This is an optimization exercise on Yosys and OpenROAD, whose aim is small area and a short achievable clock period, not a production implementation. Only simulation tests tie the RTL to the original design; equivalence was not proved. No driver is modelled on the clock port, so clock power and skew are understated where the tree is cut down; a real chip needs a root buffer or a tree. Power is estimated from default activity; no workload was simulated.

run A:
==> flow/design.v <==
module alu_top (
    input             iClk,
    input      [31:0] iDataA,
    input      [31:0] iDataB,
    input      [3:0]  iAluOp,
    output reg [31:0] oData,
    output reg        oZero
  );
  reg [31:0] rDataA;
  reg [31:0] rDataB;
  reg [3:0]  rAluOp;
  wire [31:0] wData;
  wire        wZero;
  ALU u_alu (
        .iDataA(rDataA),
        .iDataB(rDataB),
        .iAluOp(rAluOp),
        .oData(wData),
        .oZero(wZero)
      );
  always @(posedge iClk)
  begin
    rDataA <= iDataA;
    rDataB <= iDataB;
    rAluOp <= iAluOp;
    oData  <= wData;
    oZero  <= wZero;
  end
endmodule

module ALU (
    input  [31:0] iDataA,  
    input  [31:0] iDataB,  
    input  [3:0]  iAluOp,  
    output [31:0] oData,   
    output        oZero
  );
  wire [31:0] a  = iDataA;
  wire [31:0] b  = iDataB;
  wire [3:0]  op = iAluOp;
  wire op_sum  = ~op[0] & (op[3] | (~op[2] & ~op[1]));
  wire op_sll  = (op == 4'b0001);
  wire op_sr   = op[3] & ~op[1] & op[0];           
  wire op_sra  = (op == 4'b1101);
  wire op_slt  = (op == 4'b0010);
  wire op_sltu = (op == 4'b0011);
  wire op_xor  = (op == 4'b0100);
  wire op_or   = (op == 4'b0110);
  wire op_and  = (op == 4'b0111);
  wire op_eqz  = ~op[2] & ~op[1] & ~op[0];          
  wire op_bne  = (op == 4'b1100);
  wire op_blt  = (op == 4'b1010);
  wire op_bge  = (op == 4'b1110);
  wire op_none = (op == 4'b0101) | (op == 4'b1011) | (op == 4'b1111);
  wire sub = op[3] | (~op[2] & op[1]);
  wire [31:0] x  = a ^ b;
  wire [31:0] p  = x ^ {32{sub}};
  wire [31:0] g  = a & ~p;
  wire [31:0] bx = b ^ {32{sub}};
  wire g0_0 = g[0] | (p[0] & sub);
  wire p0_0 = p[0];
  wire g0_1 = g[1];
  wire p0_1 = p[1];
  wire g0_2 = g[2];
  wire p0_2 = p[2];
  wire g0_3 = g[3];
  wire p0_3 = p[3];
  wire g0_4 = g[4];
  wire p0_4 = p[4];
  wire g0_5 = g[5];
  wire p0_5 = p[5];
  wire g0_6 = g[6];
  wire p0_6 = p[6];
  wire g0_7 = g[7];
  wire p0_7 = p[7];
  wire g0_8 = g[8];
  wire p0_8 = p[8];
  wire g0_9 = g[9];
  wire p0_9 = p[9];
  wire g0_10 = g[10];
  wire p0_10 = p[10];
  wire g0_11 = g[11];
  wire p0_11 = p[11];
  wire g0_12 = g[12];
  wire p0_12 = p[12];
  wire g0_13 = g[13];
  wire p0_13 = p[13];
  wire g0_14 = g[14];
  wire p0_14 = p[14];
  wire g0_15 = g[15];
  wire p0_15 = p[15];
  wire g0_16 = g[16];
  wire p0_16 = p[16];
  wire g0_17 = g[17];
  wire p0_17 = p[17];
  wire g0_18 = g[18];
  wire p0_18 = p[18];
  wire g0_19 = g[19];
  wire p0_19 = p[19];
  wire g0_20 = g[20];
  wire p0_20 = p[20];
  wire g0_21 = g[21];
  wire p0_21 = p[21];
  wire g0_22 = g[22];
  wire p0_22 = p[22];
  wire g0_23 = g[23];
  wire p0_23 = p[23];
  wire g0_24 = g[24];
  wire p0_24 = p[24];
  wire g0_25 = g[25];
  wire p0_25 = p[25];
  wire g0_26 = g[26];
  wire p0_26 = p[26];
  wire g0_27 = g[27];
  wire p0_27 = p[27];
  wire g0_28 = g[28];
  wire p0_28 = p[28];
  wire g0_29 = g[29];
  wire p0_29 = p[29];
  wire g0_30 = g[30];
  wire p0_30 = p[30];
  wire g0_31 = g[31];
  wire p0_31 = p[31];
  wire gn1 = g0_1 | (p0_1 & g0_0);
  wire gn2 = g0_3 | (p0_3 & g0_2);
  wire pn2 = p0_3 & p0_2;
  wire gn3 = g0_5 | (p0_5 & g0_4);
  wire pn3 = p0_5 & p0_4;
  wire gn4 = g0_7 | (p0_7 & g0_6);
  wire pn4 = p0_7 & p0_6;
  wire gn5 = g0_9 | (p0_9 & g0_8);
  wire pn5 = p0_9 & p0_8;
  wire gn6 = g0_11 | (p0_11 & g0_10);
  wire pn6 = p0_11 & p0_10;
  wire gn7 = g0_13 | (p0_13 & g0_12);
  wire pn7 = p0_13 & p0_12;
  wire gn8 = g0_15 | (p0_15 & g0_14);
  wire pn8 = p0_15 & p0_14;
  wire gn9 = g0_17 | (p0_17 & g0_16);
  wire pn9 = p0_17 & p0_16;
  wire gn10 = g0_19 | (p0_19 & g0_18);
  wire pn10 = p0_19 & p0_18;
  wire gn11 = g0_21 | (p0_21 & g0_20);
  wire pn11 = p0_21 & p0_20;
  wire gn12 = g0_23 | (p0_23 & g0_22);
  wire pn12 = p0_23 & p0_22;
  wire gn13 = g0_25 | (p0_25 & g0_24);
  wire pn13 = p0_25 & p0_24;
  wire gn14 = g0_27 | (p0_27 & g0_26);
  wire pn14 = p0_27 & p0_26;
  wire gn15 = g0_29 | (p0_29 & g0_28);
  wire pn15 = p0_29 & p0_28;
  wire gn16 = g0_31 | (p0_31 & g0_30);
  wire pn16 = p0_31 & p0_30;
  wire gn17 = gn2 | (pn2 & gn1);
  wire gn18 = gn4 | (pn4 & gn3);
  wire pn18 = pn4 & pn3;
  wire gn19 = gn6 | (pn6 & gn5);
  wire pn19 = pn6 & pn5;
  wire gn20 = gn8 | (pn8 & gn7);
  wire pn20 = pn8 & pn7;
  wire gn21 = gn10 | (pn10 & gn9);
  wire pn21 = pn10 & pn9;
  wire gn22 = gn12 | (pn12 & gn11);
  wire pn22 = pn12 & pn11;
  wire gn23 = gn14 | (pn14 & gn13);
  wire pn23 = pn14 & pn13;
  wire gn24 = gn16 | (pn16 & gn15);
  wire pn24 = pn16 & pn15;
  wire gn25 = gn18 | (pn18 & gn17);
  wire gn26 = gn20 | (pn20 & gn19);
  wire pn26 = pn20 & pn19;
  wire gn27 = gn22 | (pn22 & gn21);
  wire pn27 = pn22 & pn21;
  wire gn28 = gn24 | (pn24 & gn23);
  wire pn28 = pn24 & pn23;
  wire gn29 = gn26 | (pn26 & gn25);
  wire gn30 = gn28 | (pn28 & gn27);
  wire pn30 = pn28 & pn27;
  wire gn31 = gn30 | (pn30 & gn29);
  wire gn32 = gn27 | (pn27 & gn29);
  wire gn33 = gn19 | (pn19 & gn25);
  wire gn34 = gn21 | (pn21 & gn29);
  wire gn35 = gn23 | (pn23 & gn32);
  wire gn36 = gn3 | (pn3 & gn17);
  wire gn37 = gn5 | (pn5 & gn25);
  wire gn38 = gn7 | (pn7 & gn33);
  wire gn39 = gn9 | (pn9 & gn29);
  wire gn40 = gn11 | (pn11 & gn34);
  wire gn41 = gn13 | (pn13 & gn32);
  wire gn42 = gn15 | (pn15 & gn35);
  wire gn43 = g0_2 | (p0_2 & gn1);
  wire gn44 = g0_4 | (p0_4 & gn17);
  wire gn45 = g0_6 | (p0_6 & gn36);
  wire gn46 = g0_8 | (p0_8 & gn25);
  wire gn47 = g0_10 | (p0_10 & gn37);
  wire gn48 = g0_12 | (p0_12 & gn33);
  wire gn49 = g0_14 | (p0_14 & gn38);
  wire gn50 = g0_16 | (p0_16 & gn29);
  wire gn51 = g0_18 | (p0_18 & gn39);
  wire gn52 = g0_20 | (p0_20 & gn34);
  wire gn53 = g0_22 | (p0_22 & gn40);
  wire gn54 = g0_24 | (p0_24 & gn32);
  wire gn55 = g0_26 | (p0_26 & gn41);
  wire gn56 = g0_28 | (p0_28 & gn35);
  wire gn57 = g0_30 | (p0_30 & gn42);
  wire [31:0] cgen = {gn31, gn57, gn42, gn56, gn35, gn55, gn41, gn54, gn32, gn53, gn40, gn52, gn34, gn51, gn39, gn50, gn29, gn49, gn38, gn48, gn33, gn47, gn37, gn46, gn25, gn45, gn36, gn44, gn17, gn43, gn1, g0_0};
  wire [31:0] sum = p ^ {cgen[30:0], sub};
  wire cout = cgen[31];
  wire ltu = ~cout;
  wire lts = (a[31] ^ b[31]) ? a[31] : ltu;
  wire ovf = |b[31:5];
  wire [31:0] r;
  genvar i;
  generate
    for (i = 0; i < 32; i = i + 1) begin : rev_in
      assign r[i] = op_sll ? a[31-i] : a[i];
    end
  endgenerate
  wire fill = op_sra & a[31];
  wire [31:0] s0 = b[0] ? {fill,       r[31:1]}  : r;
  wire [31:0] s1 = b[1] ? {{2{fill}},  s0[31:2]} : s0;
  wire [31:0] s2 = b[2] ? {{4{fill}},  s1[31:4]} : s1;
  wire [31:0] s3 = b[3] ? {{8{fill}},  s2[31:8]} : s2;
  wire [31:0] sr = b[4] ? {{16{fill}}, s3[31:16]} : s3;
  wire sel_p = op_xor | op_or;
  wire sel_g = op_or | op_and;
  wire [31:0] lg = ({32{sel_p}} & p) | ({32{sel_g}} & g);
  wire sel_r  = op_sr  & ~ovf;
  wire sel_l  = op_sll & ~ovf;
  wire [31:0] sr_rev;
  generate
    for (i = 0; i < 32; i = i + 1) begin : rev_out
      assign sr_rev[i] = sr[31-i];
    end
  endgenerate
  wire ov_r  = op_sr  & ovf;    
  wire ov_l  = op_sll & ovf;    
  wire lt_bit = (op_slt & lts) | (op_sltu & ltu);
  wire [31:0] other = ({32{sel_r}} & sr) | ({32{sel_l}} & sr_rev) | lg
                    | {32{ov_r & fill}}
                    | {ov_l & a[0], 30'b0, (ov_r & a[31]) | lt_bit};
  assign oData = ({32{op_sum}} & sum) | other;
  wire dz = ~|oData;
  assign oZero = op_bne ? ~dz : (op_blt | op_bge) ? (lts ^ op[2]) : dz;
endmodule
Settings: LEC_CHECK=0, CAP_MARGIN=20, CORE_MARGIN=2, CORE_UTILIZATION=40, SLEW_MARGIN=20; clock period 15.0 ns.
standard.sh (not shown) runs the stock make flow with config.mk's settings and CLKGATE_MAP_FILE= SYNTH_SCRIPT=/design/flow/synth_recipe.tcl, a recipe that flattens the netlist after the stock synthesis.
==> flow/flow/run.sh <==
#!/bin/bash
# Own layout flow: the standard ORFS flow (standard.sh) with three changes:
#  - Yosys's final ABC mapping uses flow/map.abc (delay-targeted map with area
#    recovery) instead of ORFS's abc_speed script;
#  - ports are buffered with buf_1 instead of the default buffer cell;
#  - repair_timing aims for extra setup slack (SETUP_SLACK_MARGIN).
# Everything else (synthesis script, register names, SDC, clock period, PDN,
# tap cells, CTS, routing) is the standard flow. The make output goes to
# flow_make.log; ORFS writes each tool's own log under orfs/logs/.
set -euo pipefail
HERE=$(pwd)
cat > "$HERE/own_synth.tcl" <<EOT
# Same synthesis as synth_recipe.tcl; only the script given to the final abc call differs.
proc abc {args} {
  set i [lsearch -exact \$args -script]
  if {\$i >= 0} { lset args [expr {\$i + 1}] $HERE/flow/map.abc }
  yosys abc {*}\$args
}
source $HERE/synth_recipe.tcl
EOT
MARGIN=$(cat "$HERE/flow/margin.txt")
bash standard.sh "SYNTH_SCRIPT=$HERE/own_synth.tcl" \
  "BUFFER_PORTS_ARGS=-buffer_cell sky130_fd_sc_hd__buf_1" \
  "SETUP_SLACK_MARGIN=$MARGIN" finish > "$HERE/flow_make.log" 2>&1
==> flow/flow/map.abc <==
strash
dch
map -D 2500
topo
stime -c
buffer -c
upsize -D 2500
dnsize -D 2500
==> flow/flow/margin.txt <==
11.5
Run A reached the end of the flow, and the finished layout is clean on the timing, design-rule and antenna checks.
[inputs] run B vs run A
-- flow/flow/run.sh --
<<< run A, line 5
#  - ports are buffered with buf_1 instead of the default buffer cell;
#  - repair_timing aims for extra setup slack (SETUP_SLACK_MARGIN).
# Everything else (synthesis script, register names, SDC, clock period, PDN,
# tap cells, CTS, routing) is the standard flow. The make output goes to
# flow_make.log; ORFS writes each tool's own log under orfs/logs/.
>>> run B, line 5
#  - ports are buffered with buf_1 instead of the default buffer cell;
#  - repair_timing aims for extra setup slack (SETUP_SLACK_MARGIN);
#  - the clock is distributed by flow/own_cts.tcl (run as the CTS step's
#    PRE_CTS_TCL hook) instead of TritonCTS: four clkbuf_16, each driving a
#    quarter of the flip-flops, so every flip-flop sees one buffer stage.
# Everything else (synthesis script, register names, SDC, clock period, PDN,
# tap cells, placement, routing) is the standard flow. The make output goes to
# flow_make.log; ORFS writes each tool's own log under orfs/logs/.
<<< run A, line 23
  "BUFFER_PORTS_ARGS=-buffer_cell sky130_fd_sc_hd__buf_1" \
  "SETUP_SLACK_MARGIN=$MARGIN" finish > "$HERE/flow_make.log" 2>&1
>>> run B, line 26
  "BUFFER_PORTS_ARGS=-buffer_cell sky130_fd_sc_hd__buf_1" \
  "SETUP_SLACK_MARGIN=$MARGIN" "PRE_CTS_TCL=$HERE/flow/own_cts.tcl" finish > "$HERE/flow_make.log" 2>&1
==> flow/flow/margin.txt <==
11.4
==> flow/flow/own_cts.tcl (new file) <==
# Clock distribution without TritonCTS. The flip-flops are split into NCLK
# groups by position (halves in x, then halves in y); the clock port drives one
# clkbuf_16 per group, placed at the group's centre, and each buffer drives its
# group's clock pins. All flip-flops see one buffer stage, so skew stays small.
set nclk 4
set block [ord::get_db_block]
set dbu [$block getDbUnitsPerMicron]
set flops {}
foreach inst [$block getInsts] {
  if {[[$inst getMaster] isSequential]} {
    set loc [$inst getLocation]
    lappend flops [list [$inst getName] [lindex $loc 0] [lindex $loc 1]]
  }
}
proc split_half {items idx} {
  set s [lsort -integer -index $idx $items]
  set h [expr {[llength $s] / 2}]
  return [list [lrange $s 0 [expr {$h - 1}]] [lrange $s $h end]]
}
set groups {}
foreach half [split_half $flops 1] {
  if {$nclk == 4} {
    foreach q [split_half $half 2] { lappend groups $q }
  } else {
    lappend groups $half
  }
}
set k 0
foreach g $groups {
  set xs 0; set ys 0; set pins {}
  foreach f $g {
    set xs [expr {$xs + [lindex $f 1]}]; set ys [expr {$ys + [lindex $f 2]}]
    lappend pins [get_pins "[lindex $f 0]/CLK"]
  }
  set cx [expr {double($xs) / [llength $g] / $dbu}]
  set cy [expr {double($ys) / [llength $g] / $dbu}]
  set b [insert_buffer -buffer_cell sky130_fd_sc_hd__clkbuf_16 -net iClk -load_pins $pins \
           -location [list $cx $cy] -buffer_name clkbuf_own_$k -net_name clknet_own_$k]
  set buf [$block findInst [get_full_name $b]]
  foreach it [$buf getITerms] {
    set nt [$it getNet]
    if {$nt ne "NULL"} { $nt setSigType CLOCK }
  }
  puts "own clock buffer [$buf getName] at $cx $cy drives [llength $g] flip-flops"
  incr k
}
proc clock_tree_synthesis {args} { puts "clock_tree_synthesis skipped: clock buffered by the own flow" }
Findings:
- No run among run B and run A stopped early or left any final violation; all are clean.
- As of run B, final design instance area without fill had risen slightly compared to run A.
- Max detailed route wirelength on metal3 across run B and run A: run B
- Worst setup path endpoint: oZero -> run B, oData[11] -> run A
- Fraction of standard cell area that is sequential: run B < run A
- Going from run A to run B, length of routed wiring on met1 shrinks by about 2.3%.
- Compared with run A, in run B wire length reported by the detailed router fell about 0.4%, worst setup slack moved down.
## Diff of input files: run C against run B
# run B
export LEC_CHECK = 0
export CAP_MARGIN = 20
export CORE_MARGIN = 2
export CORE_UTILIZATION = 40
export SLEW_MARGIN = 20
create_clock -name core_clock -period 15.0 [get_ports {iClk}]
# run C
export LEC_CHECK = 0
export CAP_MARGIN = 20
export CORE_MARGIN = 2
export CORE_UTILIZATION = 50
export SLEW_MARGIN = 20
create_clock -name core_clock -period 15.0 [get_ports {iClk}]
==> flow/flow/run.sh <==
#!/bin/bash
# Own layout flow: the standard ORFS flow (standard.sh) with these changes:
#  - Yosys's final ABC mapping uses flow/map.abc (delay-targeted map with area
#    recovery) instead of ORFS's abc_speed script;
#  - ports are buffered with buf_1 instead of the default buffer cell;
#  - repair_timing aims for extra setup slack (SETUP_SLACK_MARGIN), with the
#    margins in flow/params.sh: one up to CTS, one for the repair after global
#    routing (which works on the worst path only, or is skipped);
#  - the clock is distributed by flow/own_cts.tcl (run as the CTS step's
#    PRE_CTS_TCL hook) instead of TritonCTS: four clkbuf_16, each driving a
#    quarter of the flip-flops, so every flip-flop sees one buffer stage.
# Everything else (synthesis script, register names, SDC, clock period, PDN,
# tap cells, placement, routing) is the standard flow. The make output goes to
# flow_make_*.log; ORFS writes each tool's own log under orfs/logs/.
set -euo pipefail
HERE=$(pwd)
source "$HERE/flow/params.sh"
cat > "$HERE/own_synth.tcl" <<EOT
# Same synthesis as synth_recipe.tcl; only the script given to the final abc call differs.
proc abc {args} {
  set i [lsearch -exact \$args -script]
  if {\$i >= 0} { lset args [expr {\$i + 1}] $HERE/flow/map.abc }
  yosys abc {*}\$args
}
source $HERE/synth_recipe.tcl
EOT
COMMON=("SYNTH_SCRIPT=$HERE/own_synth.tcl"
  "BUFFER_PORTS_ARGS=-buffer_cell sky130_fd_sc_hd__buf_1"
  "PRE_CTS_TCL=$HERE/flow/own_cts.tcl")
bash standard.sh "${COMMON[@]}" "SETUP_SLACK_MARGIN=$MARGIN_CTS" cts > "$HERE/flow_make_cts.log" 2>&1
if [[ "$MARGIN_GRT" == skip ]]; then
  bash standard.sh "${COMMON[@]}" "SETUP_SLACK_MARGIN=$MARGIN_CTS" SKIP_INCREMENTAL_REPAIR=1 finish > "$HERE/flow_make_finish.log" 2>&1
else
  bash standard.sh "${COMMON[@]}" "SETUP_SLACK_MARGIN=$MARGIN_GRT" TNS_END_PERCENT=0 finish > "$HERE/flow_make_finish.log" 2>&1
fi
==> flow/flow/params.sh (new file) <==
MARGIN_CTS=11.6
MARGIN_GRT=skip
removed: flow/flow/margin.txt
Results
- | utilization | higher: run C |
- Run C ends up with a area added between synthesis and finish that is 9.2 points lower than in run B.
- As far as sequential cell area fraction in the yosys report goes, run C and run B are indistinguishable; the numbers are identical.
- Maximum frequency on run C is behind run B.
Input changes introduced in run D (baseline for comparison: run C):
# run C
export LEC_CHECK = 0
export CAP_MARGIN = 20
export CORE_MARGIN = 2
export CORE_UTILIZATION = 50
export SLEW_MARGIN = 20
create_clock -name core_clock -period 15.0 [get_ports {iClk}]
# run D
export LEC_CHECK = 0
export CAP_MARGIN = 20
export CORE_MARGIN = 2
export CORE_UTILIZATION = 40
export SLEW_MARGIN = 20
create_clock -name core_clock -period 15.0 [get_ports {iClk}]
Findings:
What run D reported for wire length the detailed router placed on met1 has to be multiplied by 0.931 to get the figure for run C.
Depth of the worst register-to-register path of run D exceeds that of run C by a few percent.
Diff run C..run D | wire length of the first global-routing pass | negligible
Final-layout fill cell count grows by more than a quarter when moving from run C to run D.
Run D: design area is 36 µm² higher than what run C reported.
| via count of the routed design | run D vs run C | about 2.3% lower |
Global-route usage was higher in run C than in run D.
No stage failed in run D, and the final checks on the layout all came back clean.
Run D vs run C — total design power dropped 0.0023 mW.
Taking run C as the reference, in run D floorplan core area climbed 25%, wire length on met3 now sits lower.
Compared to run C, the router laid down more metal wire for run D.
Modified inputs, run E compared to run D
==> flow/flow/run.sh <==
#!/bin/bash
# Own layout flow: the standard ORFS flow (standard.sh) with these changes:
#  - Yosys's final ABC mapping uses flow/map.abc (delay-targeted map with area
#    recovery) instead of ORFS's abc_speed script;
#  - ports are buffered with buf_1 instead of the default buffer cell;
#  - repair_timing aims for extra setup slack (SETUP_SLACK_MARGIN);
#  - the clock is distributed by flow/own_cts.tcl (run as the CTS step's
#    PRE_CTS_TCL hook) instead of TritonCTS: four clkbuf_16, each driving a
#    quarter of the flip-flops, so every flip-flop sees one buffer stage;
#  - the repair after global routing is skipped (SKIP_INCREMENTAL_REPAIR), as
#    it mostly upsized cells for paths it could not speed up.
# Everything else (synthesis script, register names, SDC, clock period, PDN,
# tap cells, placement, routing) is the standard flow. The make output goes to
# flow_make.log; ORFS writes each tool's own log under orfs/logs/.
set -euo pipefail
HERE=$(pwd)
cat > "$HERE/own_synth.tcl" <<EOT
# Same synthesis as synth_recipe.tcl; only the script given to the final abc call differs.
proc abc {args} {
  set i [lsearch -exact \$args -script]
  if {\$i >= 0} { lset args [expr {\$i + 1}] $HERE/flow/map.abc }
  yosys abc {*}\$args
}
source $HERE/synth_recipe.tcl
EOT
MARGIN=$(cat "$HERE/flow/margin.txt")
bash standard.sh "SYNTH_SCRIPT=$HERE/own_synth.tcl" \
  "BUFFER_PORTS_ARGS=-buffer_cell sky130_fd_sc_hd__buf_1" \
  "SETUP_SLACK_MARGIN=$MARGIN" "PRE_CTS_TCL=$HERE/flow/own_cts.tcl" \
  SKIP_INCREMENTAL_REPAIR=1 finish > "$HERE/flow_make.log" 2>&1
==> flow/flow/margin.txt (new file) <==
11.4
removed: flow/flow/params.sh
## What came out
Power spent charging and discharging nets essentially unchanged between run D and run E.
Run E vs run D, utilization of the core after routing went down by 0.38 points.
Synthesized cell count came out exactly the same in run D and run E.
In run E, the minimum clock period came out 0.016 ns below the value in run D.
For run F, these inputs were changed with respect to run E:
# run E
export LEC_CHECK = 0
export CAP_MARGIN = 20
export CORE_MARGIN = 2
export CORE_UTILIZATION = 40
export SLEW_MARGIN = 20
create_clock -name core_clock -period 15.0 [get_ports {iClk}]
# run F
export LEC_CHECK = 0
export CAP_MARGIN = 20
export CORE_MARGIN = 2
export CORE_UTILIZATION = 50
export SLEW_MARGIN = 20
create_clock -name core_clock -period 15.0 [get_ports {iClk}]
==> flow/flow/run.sh <==
#!/bin/bash
# Own layout flow: the standard ORFS flow (standard.sh) with these changes:
#  - Yosys's final ABC mapping uses flow/map.abc (delay-targeted map with area
#    recovery) instead of ORFS's abc_speed script;
#  - ports are buffered with buf_1 instead of the default buffer cell;
#  - repair_timing aims for extra setup slack (SETUP_SLACK_MARGIN), with the
#    margins in flow/params.sh: one up to CTS, one for the repair after global
#    routing (which works on the worst path only, or is skipped);
#  - the clock is distributed by flow/own_cts.tcl (run as the CTS step's
#    PRE_CTS_TCL hook) instead of TritonCTS: four clkbuf_16, each driving a
#    quarter of the flip-flops, so every flip-flop sees one buffer stage.
# Everything else (synthesis script, register names, SDC, clock period, PDN,
# tap cells, placement, routing) is the standard flow. The make output goes to
# flow_make_*.log; ORFS writes each tool's own log under orfs/logs/.
set -euo pipefail
HERE=$(pwd)
source "$HERE/flow/params.sh"
cat > "$HERE/own_synth.tcl" <<EOT
# Same synthesis as synth_recipe.tcl; only the script given to the final abc call differs.
proc abc {args} {
  set i [lsearch -exact \$args -script]
  if {\$i >= 0} { lset args [expr {\$i + 1}] $HERE/flow/map.abc }
  yosys abc {*}\$args
}
source $HERE/synth_recipe.tcl
EOT
COMMON=("SYNTH_SCRIPT=$HERE/own_synth.tcl"
  "BUFFER_PORTS_ARGS=-buffer_cell sky130_fd_sc_hd__buf_1"
  "PRE_CTS_TCL=$HERE/flow/own_cts.tcl")
bash standard.sh "${COMMON[@]}" "SETUP_SLACK_MARGIN=$MARGIN_CTS" cts > "$HERE/flow_make_cts.log" 2>&1
if [[ "$MARGIN_GRT" == skip ]]; then
  bash standard.sh "${COMMON[@]}" "SETUP_SLACK_MARGIN=$MARGIN_CTS" SKIP_INCREMENTAL_REPAIR=1 finish > "$HERE/flow_make_finish.log" 2>&1
else
  bash standard.sh "${COMMON[@]}" "SETUP_SLACK_MARGIN=$MARGIN_GRT" TNS_END_PERCENT=0 finish > "$HERE/flow_make_finish.log" 2>&1
fi
==> flow/flow/params.sh (new file) <==
MARGIN_CTS=11.6
MARGIN_GRT=11.0
removed: flow/flow/margin.txt
Results
Every stage of the flow completed for run F, and the final layout passed the timing, design-rule and antenna checks. Diff run E -> run F | number of global-route vias before repair | increase of 231. Compared run F vs run E, and overall die area is down in run F. Total power consumption of the routed design, run E and run F: larger value in run F.
The clock cells of run B, run C, run D, run E and run F come from the design's own scripts or RTL, not from TritonCTS.

## re-timing with driven ports
Ports are ideal in the flow. The routed layouts listed here were re-timed in OpenROAD.
Step 1 sets driving cells, clkbuf_16 on the clock port and buf_2 on the other inputs (assumed; they add their load-dependent delay and slew).
Step 2, shift: input delay + t, output delay - t, t = (earliest + latest rising clock arrival at the registers) / 2. This alone moves slack from input paths to output paths.
Slacks: ideal / step 1 / step 2; pairs: ideal / step 1.
run | shift t [ns] | setup WS [ns] | clock arrival spread, ns
run A | 0.395 | 11.204 / 11.160 / 11.215 | 0.013 / 0.014
run B | 0.246 | 11.174 / 11.174 / 11.174 | 0.018 / 0.018
run C | 0.246 | 11.131 / 11.131 / 11.131 | 0.013 / 0.014
run D | 0.243 | 11.120 / 11.120 / 11.120 | 0.015 / 0.015
run E | 0.242 | 11.136 / 11.136 / 11.136 | 0.015 / 0.015
run F | 0.247 | 11.259 / 11.259 / 11.259 | 0.015 / 0.015
After both steps every run listed still meets setup and hold.
